Background: an optimization exercise with open tools, aiming at small area and a short achievable clock period. Do not read the settings as production practice.
Only simulation tests tie the RTL to the original design; equivalence was not proved.
No driver is modelled on the clock port, so clock power and skew are understated where the tree is cut down; a real chip needs a root buffer or a tree.

==> run K <==
// videogen
module videogen(
  input clk,
  input resetn,
  output logic [23:0] data,
  output logic hsync,
  output logic vsync,
  output logic data_en
);
  logic [10:0] ac;
  logic [10:2] ai;
  logic [9:0]  yc, yi;
  logic        hf;
  logic [10:0] zl, zm;
  logic [7:0]  dl, dm, dr;
  logic        u_wrap, w2, hf_n, intri, hs_n, vs_n, de_n;
  vg_pix pix (.a(ac), .y(yc[7:0]), .zl(zl), .zm(zm), .dl(dl), .dm(dm), .dr(dr));
  vg_inc inc (.ac(ac), .yc(yc), .u_wrap(u_wrap), .ai(ai), .yi(yi));
  vg_ctl ctl (.ac(ac), .yc(yc), .hf(hf), .hsync(hsync), .zl(zl), .zm(zm),
              .u_wrap(u_wrap), .w2(w2), .hf_n(hf_n), .intri(intri),
              .hs_n(hs_n), .vs_n(vs_n), .de_n(de_n));
  logic en;
  assign en = resetn & intri;
  localparam logic [23:0] POL = {8'b0000_0011, 8'b1111_1100, 8'b1111_1100};
  always_ff @(posedge clk) begin
    if (!resetn) begin
      ac <= 11'd1091;   
      yc <= 10'd136;    
      hf <= 1'b1;
    end else begin
      ac <= u_wrap ? 11'd1088 : {ai, ~(ac[1] ^ ac[0]), ~ac[0]};   
      yc <= w2 ? 10'd136 : yi;
      hf <= hf_n;
    end
  end
  ...
clock: 40.0 ns
lec_check: 0
cap_margin: 20
core_margin: 2
core_utilization: 60
slew_margin: 20
synth_hierarchical: 1
synth_minimum_keep_size: 0
standard.sh (not shown) runs the stock make flow with config.mk's settings and CLKGATE_MAP_FILE= SYNTH_SCRIPT=/design/flow/synth_recipe.tcl, a recipe that flattens the netlist after the stock synthesis.
==> flow/flow/run.sh <==
#!/bin/bash
# The standard layout with five changes in how it is made:
#  - after the standard synthesis, combinational cells are swapped for the
#    smallest drive strength of the same function (flow/downsize.tcl);
#  - plain buf_1 cells as the port buffers instead of the delay buffers ORFS
#    picks by default;
#  - clock tree synthesis without dummy loads;
#  - the clock tree is replaced by 3 clkbuf_8 cells fed from the clock
#    port, each driving one cluster of registers (flow/post_cts.tcl);
#  - before the placement's repair step, the resetn port buffer and the gates
#    with 8 or more loads get a stronger drive (flow/pre_resize.tcl).
# Each tool's output goes to a log of its own here; ORFS's step logs stay
# under orfs/logs.
set -euo pipefail
bash standard.sh synth > flow_synth.log 2>&1
RESULTS=$PWD/orfs/results/$FLOW_PLATFORM/videogen/base \
  openroad -no_init -exit flow/downsize.tcl > flow_downsize.log 2>&1
bash standard.sh \
  "BUFFER_PORTS_ARGS=-buffer_cell sky130_fd_sc_hd__buf_1" \
  "CTS_ARGS=-sink_clustering_enable -repair_clock_nets -dont_use_dummy_load" \
  "PRE_RESIZE_TCL=$PWD/flow/pre_resize.tcl" \
  "POST_CTS_TCL=$PWD/flow/post_cts.tcl" \
  finish > flow_make.log 2>&1
==> flow/flow/post_cts.tcl <==
# After clock tree synthesis: replace the clock tree by 3 buffers of
# type sky130_fd_sc_hd__clkbuf_8, each fed from the clock port and driving one cluster of the
# registers (k-means on their placed positions). Each register stays one
# buffer from the clock port.
set nleaf 4
set bufname sky130_fd_sc_hd__buf_4
set block [ord::get_db_block]
set db [ord::get_db]
set clk_net [[$block findBTerm clk] getNet]
proc out_net {inst} {
  foreach it [$inst getITerms] {
    if {[$it isOutputSignal]} { return [$it getNet] }
  }
  return ""
}
# collect the clock buffers (everything reached from the port through
# clkbuf cells) and the register clock pins
set sinks {}
set bufs {}
set front [list $clk_net]
while {[llength $front]} {
  set net [lindex $front 0]
  set front [lrange $front 1 end]
  foreach it [$net getITerms] {
    if {![$it isInputSignal]} continue
    set inst [$it getInst]
    set m [[$inst getMaster] getName]
    if {[string match "sky130_fd_sc_hd__clkbuf_*" $m]} {
      lappend bufs $inst
      lappend front [out_net $inst]
    } else {
      lappend sinks $it
    }
  }
}
puts "post_cts: [llength $bufs] clock buffers, [llength $sinks] sinks"
foreach b $bufs {
  set on [out_net $b]
  foreach it [$on getITerms] { $it disconnect }
  foreach it [$b getITerms] { $it disconnect }
  odb::dbNet_destroy $on
  odb::dbInst_destroy $b
}
# k-means on sink positions
set pts {}
foreach it $sinks {
  set box [[$it getInst] getBBox]
  lappend pts [list [expr {([$box xMin] + [$box xMax]) / 2.0}] [expr {([$box yMin] + [$box yMax]) / 2.0}]]
}
set order [lsort -real -index 0 -indices $pts]
set n [llength $pts]
set cent {}
for {set k 0} {$k < $nleaf} {incr k} {
  lappend cent [lindex $pts [lindex $order [expr {int(($k + 0.5) * $n / $nleaf)}]]]
}
for {set iter 0} {$iter < 50} {incr iter} {
  set assign {}
  foreach p $pts {
    set best 0; set bd 1e30
    for {set k 0} {$k < $nleaf} {incr k} {
      set c [lindex $cent $k]
      set d [expr {abs([lindex $p 0] - [lindex $c 0]) + abs([lindex $p 1] - [lindex $c 1])}]
      if {$d < $bd} { set bd $d; set best $k }
    }
    lappend assign $best
  }
  set newc {}
  for {set k 0} {$k < $nleaf} {incr k} {
    set sx 0; set sy 0; set cnt 0
    foreach p $pts a $assign {
      if {$a == $k} { set sx [expr {$sx + [lindex $p 0]}]; set sy [expr {$sy + [lindex $p 1]}]; incr cnt }
    }
    if {$cnt} { lappend newc [list [expr {$sx / $cnt}] [expr {$sy / $cnt}]] } else { lappend newc [lindex $cent $k] }
  }
  set cent $newc
}
set master [$db findMaster $bufname]
for {set k 0} {$k < $nleaf} {incr k} {
  set inst [odb::dbInst_create $block $master "clkleaf_$k"]
  set net [odb::dbNet_create $block "clknet_leaf_$k"]
  $net setSigType CLOCK
  [$inst findITerm A] connect $clk_net
  [$inst findITerm X] connect $net
  set cnt 0
  foreach it $sinks a $assign {
    if {$a == $k} { $it connect $net; incr cnt }
  }
  set c [lindex $cent $k]
  $inst setLocation [expr {int([lindex $c 0])}] [expr {int([lindex $c 1])}]
  $inst setPlacementStatus PLACED
  puts "post_cts: clkleaf_$k ($bufname) drives $cnt registers"
}
detailed_placement
check_placement -verbose
estimate_parasitics -placement
report_clock_skew
==> flow/flow/pre_resize.tcl <==
# Before the placement's repair step: the input port buffer of resetn and the
# gates that fan its value out to many registers drive large loads, and the
# synthesis and downsizing left them at the smallest drive. Give the input
# buffer and every combinational gate with 8 or more loads a stronger
# version of the same cell.
set block [ord::get_db_block]
set db [ord::get_db]
proc load_count {net} {
  set n 0
  foreach it [$net getITerms] { if {[$it isInputSignal]} { incr n } }
  return $n
}
proc stronger {inst drive} {
  set name [[$inst getMaster] getName]
  if {![regexp {^(sky130_fd_sc_hd__[a-z0-9]+)_([0-9]+)$} $name -> base d]} { return }
  if {$d >= $drive} { return }
  set m [[ord::get_db] findMaster "${base}_$drive"]
  if {$m eq "NULL" || $m eq ""} { return }
  puts "pre_resize: [$inst getName] $name -> [$m getName]"
  $inst swapMaster $m
}
foreach bt [$block getBTerms] {
  if {[$bt getIoType] ne "INPUT" || [$bt getName] eq "clk"} continue
  foreach it [[$bt getNet] getITerms] {
    if {[$it isInputSignal]} { stronger [$it getInst] 4 }
  }
}
foreach inst [$block getInsts] {
  set m [[$inst getMaster] getName]
  if {[string match "*df*" $m] || [string match "*clkbuf*" $m] || [string match "*__fa_*" $m] || [string match "*__ha_*" $m]} continue
  foreach it [$inst getITerms] {
    if {![$it isOutputSignal]} continue
    set net [$it getNet]
    if {$net ne "NULL" && $net ne "" && [load_count $net] >= 8} { stronger $inst 2 }
  }
}
Other scripts of this flow, unchanged in this note and not shown: flow/flow/downsize.tcl
==> run R: changes against run K <==
==> flow/flow/run.sh (replaced) <==
#!/bin/bash
# The standard layout with four changes in how it is made:
#  - after the standard synthesis, combinational cells are swapped for the
#    smallest drive strength of the same function (flow/downsize.tcl);
#  - plain buf_1 cells as the port buffers instead of the delay buffers ORFS
#    picks by default;
#  - clock tree synthesis without dummy loads;
#  - the clock tree's root buffer is removed, so the clock port feeds the
#    leaf buffers directly (flow/post_cts.tcl).
# Each tool's output goes to a log of its own here; ORFS's step logs stay
# under orfs/logs.
set -euo pipefail
bash standard.sh synth > flow_synth.log 2>&1
RESULTS=$PWD/orfs/results/$FLOW_PLATFORM/videogen/base \
  openroad -no_init -exit flow/downsize.tcl > flow_downsize.log 2>&1
bash standard.sh \
  "BUFFER_PORTS_ARGS=-buffer_cell sky130_fd_sc_hd__buf_1" \
  "CTS_ARGS=-sink_clustering_enable -repair_clock_nets -dont_use_dummy_load" \
  "POST_CTS_TCL=$PWD/flow/post_cts.tcl" \
  finish > flow_make.log 2>&1
==> flow/flow/post_cts.tcl (replaced) <==
set block [ord::get_db_block]
set db [ord::get_db]
set clk_net [[$block findBTerm clk] getNet]
set roots {}
foreach it [$clk_net getITerms] {
  if {[$it isInputSignal]} { lappend roots [$it getInst] }
}
if {[llength $roots] != 1} { error "post_cts: clock port drives [llength $roots] cells" }
set root [lindex $roots 0]
proc out_net {inst} {
  foreach it [$inst getITerms] {
    if {[$it isOutputSignal]} { return [$it getNet] }
  }
  return ""
}
set root_out [out_net $root]
set leaves {}
foreach it [$root_out getITerms] {
  if {![$it isInputSignal]} continue
  set leaf [$it getInst]
  if {![string match "sky130_fd_sc_hd__clkbuf_*" [[$leaf getMaster] getName]]} {
    error "post_cts: root buffer drives [$leaf getName], not a clock buffer"
  }
  lappend leaves $it
}
if {[llength $leaves] > 4} { error "post_cts: [llength $leaves] leaf buffers" }
foreach it $leaves {
  $it disconnect
  $it connect $clk_net
}
puts "post_cts: removed [$root getName]; the clock port now drives [llength $leaves] leaf buffers"
odb::dbInst_destroy $root
odb::dbNet_destroy $root_out
detailed_placement
check_placement -verbose
estimate_parasitics -placement
report_clock_skew
--- a/flow/config.mk
+++ b/flow/config.mk
@@ -7,6 +7,6 @@
 export LEC_CHECK = 0
-export CAP_MARGIN = 20
+export CAP_MARGIN = 0
 export CORE_MARGIN = 2
-export CORE_UTILIZATION = 60
-export SLEW_MARGIN = 20
+export CORE_UTILIZATION = 40
+export SLEW_MARGIN = 0
 export SYNTH_HIERARCHICAL = 1
removed: flow/flow/pre_resize.tcl
==> run G: changes against run K <==
--- a/flow/flow/post_cts.tcl
+++ b/flow/flow/post_cts.tcl
@@ -4,4 +4,4 @@
 # buffer from the clock port.
-set nleaf 4
-set bufname sky130_fd_sc_hd__buf_4
+set nleaf 3
+set bufname sky130_fd_sc_hd__clkbuf_8
 set block [ord::get_db_block]
--- a/flow/config.mk
+++ b/flow/config.mk
@@ -9,3 +9,3 @@
 export CORE_MARGIN = 2
-export CORE_UTILIZATION = 60
+export CORE_UTILIZATION = 75
 export SLEW_MARGIN = 20
==> results.toml <==
[outcome]
outcome = "finished clean"

[sta]
layout_setup_ws_ps = 31340
whs_ps = 614.0
fin_crit_ps = 8661

[placed_design]
dp_hpwl_mm = 3.548

[cells_and_area]
nNetsFinal = 319
drive_above_1_share_pct = 4.264
fin_util_pct = 68.34
layout_common_cells = "49 x dfxtp_1, 30 x fa_1, 27 x ha_1, 27 x buf_1, 25 x nor2_1"

[routing]
avgViaCountPerCell = 5.386
dr_total_vias = 1659

[worst_setup_path]
endpoint = "hsync"
crit_chain = "buf_1"

[pwr]
switching_power_mw = 0.01850
p_clk_share_pct = 21.4
combPwrFrac_pct = 14.2

[grt]
grt_pass1_wl_mm = 7.458
track_usage_pct = 19.78

[hold_path]
min_to = "yc[8]"

[floorplanning]
n_tap_cell = 50
(the above is from run K)
==> results.toml <==
[sta]
fin_crit_ps = 8653
whs_ps = 596.0

[pwr]
switching_power_mw = 0.01854
p_clk_share_pct = 22.9

[grt]
track_usage_pct = 25.32
grt_pass1_wl_mm = 7.831

[worst_setup_path]
endpoint = "hsync"
crit_chain = "buf_1"

[floorplanning]
n_tap_cell = 46

[outcome]
outcome = "finished clean"

[cells_and_area]
fin_util_pct = 83.80

[placed_design]
dp_hpwl_mm = 3.739
(the above is from run G)
==> results.toml <==
[outcome]
outcome = "finished clean"

[sta]
whs_ps = 590.7
fin_crit_ps = 9137
layout_setup_ws_ps = 30860

[placed_design]
dp_hpwl_mm = 3.795

[grt]
track_usage_pct = 14.20
grt_pass1_wl_mm = 8.204

[cells_and_area]
nNetsFinal = 319
layout_common_cells = "49 x dfxtp_1, 30 x fa_1, 28 x buf_1"

[pwr]
combPwrFrac_pct = 13.2
switching_power_mw = 0.01917

[hold_path]
min_to = "yc[8]"

[routing]
dr_total_vias = 1660

[floorplanning]
n_tap_cell = 77

[worst_setup_path]
endpoint = "data[11]"
crit_chain = "buf_1 -> nand2_1 -> nor2_1"
(the above is from run R)
The clock cells of run K and run G come from the design's own scripts or RTL, not from TritonCTS.

[port drivers added, routing unchanged]
The results above use ideal ports. As a check the final layouts listed here were re-extracted and re-timed, cells and wires unchanged. Step 1: set_driving_cell puts a clkbuf_16 on clk and a buf_2 on each other input, an assumption about the parent block. Step 2 moves the port delays by t, midway between the first and last clock arrival at a register: inputs arrive t later, outputs are due t later. That takes back most of the time a late clock gives input paths. Slacks: ideal / step 1 / step 2; pairs: ideal / step 1.
| run | shift t [ns] | setup WS [ns] | latest minus earliest clock arrival (ns) |
|---|---|---|---|
| run K | 0.196 | 31.339 / 31.288 / 31.239 | 0.021 / 0.020 |
| run R | 0.196 | 30.863 / 30.888 / 30.692 | 0.018 / 0.017 |
| run G | 0.193 | 31.347 / 31.305 / 31.231 | 0.013 / 0.012 |
After both steps every run listed still meets setup and hold. For run R, which loses most, drivers alone change the setup slack by +0.025 ns; drivers and shift together by -0.171 ns.
